Context: an optimization exercise on an open-source flow, tuned for small area. The choices shown serve that exercise and are no tape-out recipe. The clock port is modelled as an ideal driver; clocking choices that lean on that would not hold on a real chip.

==> v11: inputs <==
// processor
module processor( input         clk, reset,
                  output [31:0] PC,
                  input  [31:0] instruction,
                  output        WE,
                  output [31:0] address_to_mem,
                  output [31:0] data_to_mem,
                  input  [31:0] data_from_mem
                );
export LEC_CHECK = 0
export CAP_MARGIN = 20
export CORE_MARGIN = 2
export CORE_UTILIZATION = 45
export CTS_BUF_LIST = sky130_fd_sc_hd__clkbuf_8
export CTS_CLUSTER_DIAMETER = 50
export CTS_CLUSTER_SIZE = 14
export GPL_TIMING_DRIVEN = 1
export PLACE_DENSITY = 0.55
export SETUP_SLACK_MARGIN = 0.15
export SLEW_MARGIN = 20
export SYNTH_HIERARCHICAL = 1
create_clock -name core_clock -period 10.0 [get_ports {clk}]
standard.sh (not shown) runs the stock make flow with config.mk's settings and CLKGATE_MAP_FILE= SYNTH_SCRIPT=/design/flow/synth_recipe.tcl, a recipe that flattens the netlist after the stock synthesis.
==> flow/flow/run.sh <==
#!/bin/bash
# Own layout flow: the standard synthesis unchanged, then the standard ORFS
# steps with these changes:
#  - before floorplanning, every combinational cell is swapped to the
#    smallest-area variant of its function (flow/downsize.tcl); the repair
#    steps size up only what timing or slew needs;
#  - ports get buf_1 buffers instead of the default delay buffers;
#  - repair steps may use only buf_1/buf_2 as buffers (flow/dontuse.tcl);
#  - timing-driven placement keeps none of its own repair changes (they buffer heavily);
#  - wire capacitance estimates are scaled up (flow/setRC_scaled.tcl) to match extraction;
#  - the clock tree uses clkbuf_8 and no dummy loads;
# Each tool's output is in synth.log / layout.log here and in orfs/logs/.
set -euo pipefail
here=$(pwd)
bash standard.sh synth > synth.log 2>&1
bash standard.sh \
  "PRE_FLOORPLAN_TCL=$here/flow/downsize.tcl" \
  "PRE_GLOBAL_PLACE_TCL=$here/flow/dontuse.tcl" \
  "PRE_RESIZE_TCL=$here/flow/dontuse.tcl" \
  "PRE_CTS_TCL=$here/flow/dontuse_cts.tcl" \
  "PRE_GLOBAL_ROUTE_TCL=$here/flow/dontuse.tcl" \
  "GPL_KEEP_OVERFLOW=0" \
  "LAYER_PARASITICS_FILE=$here/flow/setRC_scaled.tcl" \
  "BUFFER_PORTS_ARGS=-buffer_cell sky130_fd_sc_hd__buf_1" \
  "CTS_ARGS=-sink_clustering_enable -repair_clock_nets -dont_use_dummy_load -buf_list sky130_fd_sc_hd__clkbuf_8 -sink_clustering_size 14 -sink_clustering_max_diameter 50" \
  finish > layout.log 2>&1
==> flow/flow/setRC_scaled.tcl <==
# The platform's setRC.tcl with every wire capacitance scaled by 1.15, so that the
# repair steps see wire loads closer to what extraction finds after detailed routing.
# correlateRC.py gcd,ibex,aes,jpeg,chameleon,riscv32i,chameleon_hier
# cap units pf/um
set_layer_rc -layer li1 -capacitance 1.723850e-04 -resistance 7.176e-02
set_layer_rc -layer met1 -capacitance 1.982312e-04 -resistance 8.929e-04
set_layer_rc -layer met2 -capacitance 1.566680e-04 -resistance 8.929e-04
set_layer_rc -layer met3 -capacitance 2.472063e-04 -resistance 1.567e-04
set_layer_rc -layer met4 -capacitance 1.703472e-04 -resistance 1.567e-04
set_layer_rc -layer met5 -capacitance 1.772000e-04 -resistance 1.781e-05
# end correlate

set_layer_rc -via mcon -resistance 9.249146E-3
set_layer_rc -via via -resistance 4.5E-3
set_layer_rc -via via2 -resistance 3.368786E-3
set_layer_rc -via via3 -resistance 0.376635E-3
set_layer_rc -via via4 -resistance 0.00580E-3

set_wire_rc -signal -layer met1
set_wire_rc -clock -layer met3
Other scripts of this flow, unchanged in this note and not shown: flow/flow/dontuse.tcl, flow/flow/dontuse_cts.tcl, flow/flow/downsize.tcl, flow/flow/downsize_map.tcl
==> inputs of v9, as changes to v11 <==
--- a/flow/design.v
+++ b/flow/design.v
@@ -16,18 +16,18 @@
 	wire [8:0] immsel;
 	ctrl CTRL (instruction, regWrite, isSTORE, isOPIMM, isQB, selPC, selRS1, useRs2, sub,
 	           useSum, shR, shL, isAnd, isSlt, isLink, isLOAD, isBRANCH, isBNE,
 	           left, arith, immsel);
 	always @(posedge clk) p <= ~p;
 	wire [31:0] x;
 	wire [31:1] we, sel1, sel2;
 	rf_dec DEC_W (instruction[11:7],  regWrite, we);
-	rf_dec_r DEC_1 (instruction[19:15], sel1);
-	rf_dec_r DEC_2 (instruction[24:20], sel2);
+	rf_dec DEC_1 (instruction[19:15], 1'b1,     sel1);
+	rf_dec DEC_2 (instruction[24:20], 1'b1,     sel2);
 	genvar r, b;
 	generate
 		for (r = 1; r < 32; r = r + 1) begin : g_rf
 			wire wen_r = ~we[r];
 			wire [31:0] d_r;
 			for (b = 0; b < 32; b = b + 1) begin : g_bit
 				rf_nxt NXT (rf[r][b], x[b], we[r], wen_r, d_r[b]);
 			end
@@ -185,82 +185,45 @@
 			wire t;
 			c_aoi22 M (taken, sum[b], nt, pc4[b], t);
 			c_nor2 R (t, reset, y[b]);
 		end
 	endgenerate
 endmodule
 module shifter(input [31:0] a, input [4:0] s, input left, input arith, output [31:0] y);
 	wire right = ~left;
-	wire ar = arith & right;
-	wire fill, filln, filln4;
-	c_and2  F1 (ar, a[31], fill);       
-	c_nand2 F0 (ar, a[31], filln);      
-	c_nand2 F4 (ar, a[31], filln4);     
+	wire fill = arith & a[31] & right;
+	wire filln = ~fill;
 	wire [4:0] sn = ~s;
 	wire [31:0] i0, l0, l1, l2, l3;    
 	genvar b;
 	generate
 		for (b = 0; b < 32; b = b + 1) begin : g
 			c_aoi22 R (left, a[31-b], right, a[b], i0[b]);
 			if (b < 31) begin : s0a c_aoi22 S0 (s[0], i0[b+1], sn[0], i0[b], l0[b]); end
 			else        begin : s0b c_aoi22 S0 (s[0], filln,   sn[0], i0[b], l0[b]); end
 			if (b < 30) begin : s1a c_aoi22 S1 (s[1], l0[b+2], sn[1], l0[b], l1[b]); end
 			else        begin : s1b c_aoi22 S1 (s[1], fill,    sn[1], l0[b], l1[b]); end
 			if (b < 28) begin : s2a c_aoi22 S2 (s[2], l1[b+4], sn[2], l1[b], l2[b]); end
 			else        begin : s2b c_aoi22 S2 (s[2], filln,   sn[2], l1[b], l2[b]); end
 			if (b < 24) begin : s3a c_aoi22 S3 (s[3], l2[b+8], sn[3], l2[b], l3[b]); end
 			else        begin : s3b c_aoi22 S3 (s[3], fill,    sn[3], l2[b], l3[b]); end
 			if (b < 16) begin : s4a c_aoi22 S4 (s[4], l3[b+16], sn[4], l3[b], y[b]); end
-			else        begin : s4b c_aoi22 S4 (s[4], filln4,   sn[4], l3[b], y[b]); end
+			else        begin : s4b c_aoi22 S4 (s[4], filln,    sn[4], l3[b], y[b]); end
 		end
 	endgenerate
 endmodule
 module rf_nxt(input s, x, we, wen, output d);
 	assign d = ~((wen | x) & (we | s));
 endmodule
 module rf_dec(input [4:0] a, input en, output [31:1] y);
-	wire [4:0] an;
-	wire [3:0] lon;
-	wire [7:0] hin;
-	genvar i, r;
-	generate
-		for (i = 0; i < 5; i = i + 1) begin : g_inv
-			c_inv I (a[i], an[i]);
-		end
-		for (i = 0; i < 4; i = i + 1) begin : g_lo
-			c_nand2 L ((i % 2) ? a[0] : an[0], ((i / 2) % 2) ? a[1] : an[1], lon[i]);
-		end
-		for (i = 0; i < 8; i = i + 1) begin : g_hi
-			c_nand4 H (en, (i % 2) ? a[2] : an[2], ((i / 2) % 2) ? a[3] : an[3],
-			           ((i / 4) % 2) ? a[4] : an[4], hin[i]);
-		end
-		for (r = 1; r < 32; r = r + 1) begin : g
-			c_nor2 N (lon[r % 4], hin[r / 4], y[r]);
-		end
-	endgenerate
-endmodule
-module rf_dec_r(input [4:0] a, output [31:1] y);
-	wire [4:0] an;
-	wire [3:0] lon;
-	wire [7:0] hin;
-	genvar i, r;
+	genvar r;
 	generate
-		for (i = 0; i < 5; i = i + 1) begin : g_inv
-			c_inv I (a[i], an[i]);
-		end
-		for (i = 0; i < 4; i = i + 1) begin : g_lo
-			c_nand2 L ((i % 2) ? a[0] : an[0], ((i / 2) % 2) ? a[1] : an[1], lon[i]);
-		end
-		for (i = 0; i < 8; i = i + 1) begin : g_hi
-			c_nand3 H ((i % 2) ? a[2] : an[2], ((i / 2) % 2) ? a[3] : an[3],
-			           ((i / 4) % 2) ? a[4] : an[4], hin[i]);
-		end
 		for (r = 1; r < 32; r = r + 1) begin : g
-			c_nor2 N (lon[r % 4], hin[r / 4], y[r]);
+			assign y[r] = en & (a == r);
 		end
 	endgenerate
 endmodule
 module rf_rmux(input [31:1] d, input [31:1] sel, input pc, output y);
 	wire [10:0] g;
 	wire [2:0] h;
 	wire n;
 	genvar k;
==> flow/flow/run.sh (replaced) <==
#!/bin/bash
# Own layout flow: the standard synthesis unchanged, then the standard ORFS
# steps with these changes:
#  - before floorplanning, every combinational cell is swapped to the
#    smallest-area variant of its function (flow/downsize.tcl); the repair
#    steps size up only what timing or slew needs;
#  - ports get buf_1 buffers instead of the default delay buffers;
#  - repair steps may use only buf_1/buf_2 as buffers (flow/dontuse.tcl);
#  - placement is not timing-driven (its built-in repair buffers heavily);
#  - the clock tree uses clkbuf_8 and no dummy loads;
#  - after global routing, gates on paths with positive slack are sized down.
# Each tool's output is in synth.log / layout.log here and in orfs/logs/.
set -euo pipefail
here=$(pwd)
bash standard.sh synth > synth.log 2>&1
bash standard.sh \
  "PRE_FLOORPLAN_TCL=$here/flow/downsize.tcl" \
  "PRE_GLOBAL_PLACE_TCL=$here/flow/dontuse.tcl" \
  "PRE_RESIZE_TCL=$here/flow/dontuse.tcl" \
  "PRE_CTS_TCL=$here/flow/dontuse_cts.tcl" \
  "PRE_GLOBAL_ROUTE_TCL=$here/flow/dontuse.tcl" \
  "BUFFER_PORTS_ARGS=-buffer_cell sky130_fd_sc_hd__buf_1" \
  "CTS_ARGS=-sink_clustering_enable -repair_clock_nets -dont_use_dummy_load -buf_list sky130_fd_sc_hd__clkbuf_8 -sink_clustering_size 16 -sink_clustering_max_diameter 60" \
  "RECOVER_POWER=100" \
  finish > layout.log 2>&1
Settings changed: CAP_MARGIN 20 to 10, CORE_UTILIZATION 45 to 50, CTS_CLUSTER_DIAMETER 50 to 60, CTS_CLUSTER_SIZE 14 to 16, GPL_TIMING_DRIVEN 1 to 0, PLACE_DENSITY 0.55 to 0.62, SETUP_SLACK_MARGIN 0.15 to 0.1, SLEW_MARGIN 20 to 10.
removed: flow/flow/setRC_scaled.tcl
==> inputs of v37, as changes to v11 <==
--- a/flow/design.v
+++ b/flow/design.v
@@ -16,18 +16,18 @@
 	wire [8:0] immsel;
 	ctrl CTRL (instruction, regWrite, isSTORE, isOPIMM, isQB, selPC, selRS1, useRs2, sub,
 	           useSum, shR, shL, isAnd, isSlt, isLink, isLOAD, isBRANCH, isBNE,
 	           left, arith, immsel);
 	always @(posedge clk) p <= ~p;
 	wire [31:0] x;
 	wire [31:1] we, sel1, sel2;
 	rf_dec DEC_W (instruction[11:7],  regWrite, we);
-	rf_dec_r DEC_1 (instruction[19:15], sel1);
-	rf_dec_r DEC_2 (instruction[24:20], sel2);
+	rf_dec DEC_1 (instruction[19:15], 1'b1,     sel1);
+	rf_dec DEC_2 (instruction[24:20], 1'b1,     sel2);
 	genvar r, b;
 	generate
 		for (r = 1; r < 32; r = r + 1) begin : g_rf
 			wire wen_r = ~we[r];
 			wire [31:0] d_r;
 			for (b = 0; b < 32; b = b + 1) begin : g_bit
 				rf_nxt NXT (rf[r][b], x[b], we[r], wen_r, d_r[b]);
 			end
@@ -185,82 +185,45 @@
 			wire t;
 			c_aoi22 M (taken, sum[b], nt, pc4[b], t);
 			c_nor2 R (t, reset, y[b]);
 		end
 	endgenerate
 endmodule
 module shifter(input [31:0] a, input [4:0] s, input left, input arith, output [31:0] y);
 	wire right = ~left;
-	wire ar = arith & right;
-	wire fill, filln, filln4;
-	c_and2  F1 (ar, a[31], fill);       
-	c_nand2 F0 (ar, a[31], filln);      
-	c_nand2 F4 (ar, a[31], filln4);     
+	wire fill = arith & a[31] & right;
+	wire filln = ~fill;
 	wire [4:0] sn = ~s;
 	wire [31:0] i0, l0, l1, l2, l3;    
 	genvar b;
 	generate
 		for (b = 0; b < 32; b = b + 1) begin : g
 			c_aoi22 R (left, a[31-b], right, a[b], i0[b]);
 			if (b < 31) begin : s0a c_aoi22 S0 (s[0], i0[b+1], sn[0], i0[b], l0[b]); end
 			else        begin : s0b c_aoi22 S0 (s[0], filln,   sn[0], i0[b], l0[b]); end
 			if (b < 30) begin : s1a c_aoi22 S1 (s[1], l0[b+2], sn[1], l0[b], l1[b]); end
 			else        begin : s1b c_aoi22 S1 (s[1], fill,    sn[1], l0[b], l1[b]); end
 			if (b < 28) begin : s2a c_aoi22 S2 (s[2], l1[b+4], sn[2], l1[b], l2[b]); end
 			else        begin : s2b c_aoi22 S2 (s[2], filln,   sn[2], l1[b], l2[b]); end
 			if (b < 24) begin : s3a c_aoi22 S3 (s[3], l2[b+8], sn[3], l2[b], l3[b]); end
 			else        begin : s3b c_aoi22 S3 (s[3], fill,    sn[3], l2[b], l3[b]); end
 			if (b < 16) begin : s4a c_aoi22 S4 (s[4], l3[b+16], sn[4], l3[b], y[b]); end
-			else        begin : s4b c_aoi22 S4 (s[4], filln4,   sn[4], l3[b], y[b]); end
+			else        begin : s4b c_aoi22 S4 (s[4], filln,    sn[4], l3[b], y[b]); end
 		end
 	endgenerate
 endmodule
 module rf_nxt(input s, x, we, wen, output d);
 	assign d = ~((wen | x) & (we | s));
 endmodule
 module rf_dec(input [4:0] a, input en, output [31:1] y);
-	wire [4:0] an;
-	wire [3:0] lon;
-	wire [7:0] hin;
-	genvar i, r;
-	generate
-		for (i = 0; i < 5; i = i + 1) begin : g_inv
-			c_inv I (a[i], an[i]);
-		end
-		for (i = 0; i < 4; i = i + 1) begin : g_lo
-			c_nand2 L ((i % 2) ? a[0] : an[0], ((i / 2) % 2) ? a[1] : an[1], lon[i]);
-		end
-		for (i = 0; i < 8; i = i + 1) begin : g_hi
-			c_nand4 H (en, (i % 2) ? a[2] : an[2], ((i / 2) % 2) ? a[3] : an[3],
-			           ((i / 4) % 2) ? a[4] : an[4], hin[i]);
-		end
-		for (r = 1; r < 32; r = r + 1) begin : g
-			c_nor2 N (lon[r % 4], hin[r / 4], y[r]);
-		end
-	endgenerate
-endmodule
-module rf_dec_r(input [4:0] a, output [31:1] y);
-	wire [4:0] an;
-	wire [3:0] lon;
-	wire [7:0] hin;
-	genvar i, r;
+	genvar r;
 	generate
-		for (i = 0; i < 5; i = i + 1) begin : g_inv
-			c_inv I (a[i], an[i]);
-		end
-		for (i = 0; i < 4; i = i + 1) begin : g_lo
-			c_nand2 L ((i % 2) ? a[0] : an[0], ((i / 2) % 2) ? a[1] : an[1], lon[i]);
-		end
-		for (i = 0; i < 8; i = i + 1) begin : g_hi
-			c_nand3 H ((i % 2) ? a[2] : an[2], ((i / 2) % 2) ? a[3] : an[3],
-			           ((i / 4) % 2) ? a[4] : an[4], hin[i]);
-		end
 		for (r = 1; r < 32; r = r + 1) begin : g
-			c_nor2 N (lon[r % 4], hin[r / 4], y[r]);
+			assign y[r] = en & (a == r);
 		end
 	endgenerate
 endmodule
 module rf_rmux(input [31:1] d, input [31:1] sel, input pc, output y);
 	wire [10:0] g;
 	wire [2:0] h;
 	wire n;
 	genvar k;
==> flow/flow/run.sh (replaced) <==
#!/bin/bash
# Own layout flow: the standard synthesis unchanged, then the standard ORFS
# steps with these changes:
#  - before floorplanning, every combinational cell is swapped to the
#    smallest-area variant of its function (flow/downsize.tcl); the repair
#    steps size up only what timing or slew needs;
#  - ports get buf_1 buffers instead of the default delay buffers;
#  - repair steps may use only buf_1/buf_2 as buffers (flow/dontuse.tcl);
#  - placement is not timing-driven (its built-in repair buffers heavily);
#  - the clock tree uses clkbuf_8 and no dummy loads;
# Each tool's output is in synth.log / layout.log here and in orfs/logs/.
set -euo pipefail
here=$(pwd)
bash standard.sh synth > synth.log 2>&1
bash standard.sh \
  "PRE_FLOORPLAN_TCL=$here/flow/downsize.tcl" \
  "PRE_GLOBAL_PLACE_TCL=$here/flow/dontuse.tcl" \
  "PRE_RESIZE_TCL=$here/flow/dontuse.tcl" \
  "PRE_CTS_TCL=$here/flow/dontuse_cts.tcl" \
  "PRE_GLOBAL_ROUTE_TCL=$here/flow/dontuse.tcl" \
  "BUFFER_PORTS_ARGS=-buffer_cell sky130_fd_sc_hd__buf_1" \
  "CTS_ARGS=-sink_clustering_enable -repair_clock_nets -dont_use_dummy_load -buf_list sky130_fd_sc_hd__clkbuf_8 -sink_clustering_size 16 -sink_clustering_max_diameter 60" \
  finish > layout.log 2>&1
Settings changed: CAP_MARGIN 20 to 10, CORE_UTILIZATION 45 to 50, CTS_CLUSTER_DIAMETER 50 to 60, CTS_CLUSTER_SIZE 14 to 16, GPL_TIMING_DRIVEN 1 to 0, PLACE_DENSITY 0.55 to 0.62, SETUP_SLACK_MARGIN 0.15 to 0.1, SLEW_MARGIN 20 to 10.
removed: flow/flow/setRC_scaled.tcl
==> results.sh <==
export IMPL_status="failed layout checks"
export IMPL_so_violations="setup timing"
export IMPL_whs_endpoint="rf[19][30]"
export IMPL_setup_slack_ns=-0.131
export IMPL_startpoint="instruction[20]"
export IMPL_setup_viol=6
export IMPL_clkLatencyLatePin_ns=0.80
# the run above: v37

==> results.sh <==
export IMPL_status="finished clean"
export IMPL_startpoint="instruction[21]"
export IMPL_setup_slack_ns=0.345
export IMPL_whs_endpoint="rf[18][13]"
export IMPL_vias=48700
export IMPL_setup_viol=0
export IMPL_p_seq_share_pct=48.0
export IMPL_clkLatencyLatePin_ns=0.86
# the run above: v11

==> results.sh <==
export IMPL_whs_endpoint="rf[19][30]"
export IMPL_finalMaxSlewViolations=34
export IMPL_cap_violations=1
export IMPL_clkLatencyLatePin_ns=0.81
export IMPL_cts_tree="built"
export IMPL_setup_slack_ns=-0.150
export IMPL_status="failed layout checks"
export IMPL_so_violations="capacitance limit, slew limit, setup timing"
export IMPL_setup_viol=70
# the run above: v9

Function was not checked in any run of this note: the RTL went through the layout flow alone.

[static timing again, ports no longer ideal]
Ports are ideal in the flow. The routed layouts listed here were re-timed in OpenROAD. Step 1 (the two cells are an assumption about what drives the block):
set clk [get_ports {clk}]
set_driving_cell -lib_cell sky130_fd_sc_hd__clkbuf_16 $clk
set_driving_cell -lib_cell sky130_fd_sc_hd__buf_2 [delete_from_list [all_inputs] $clk]
Step 2 times the ports against the registers' clock, not the clock port: input delays grow and output delays shrink by t, the midpoint of the rising clock arrivals with the driver on. Three values: ideal, step 1, step 2; two values: the first two.
run	t (ns)	setup slack, ns	hold slack, ns	worst setup path at the end
v11	0.879	0.345 / 0.239 / 0.118	0.475 / 0.475 / 0.475	input to register
v9	0.796	-0.150 / -0.191 / -0.898	0.478 / 0.478 / 0.478	input to register
v37	0.794	-0.131 / -0.163 / -0.517	0.476 / 0.476 / 0.476	input to register
The setup slack of v9, which loses most, moves by -0.041 ns with the drivers and by -0.748 ns with both steps.
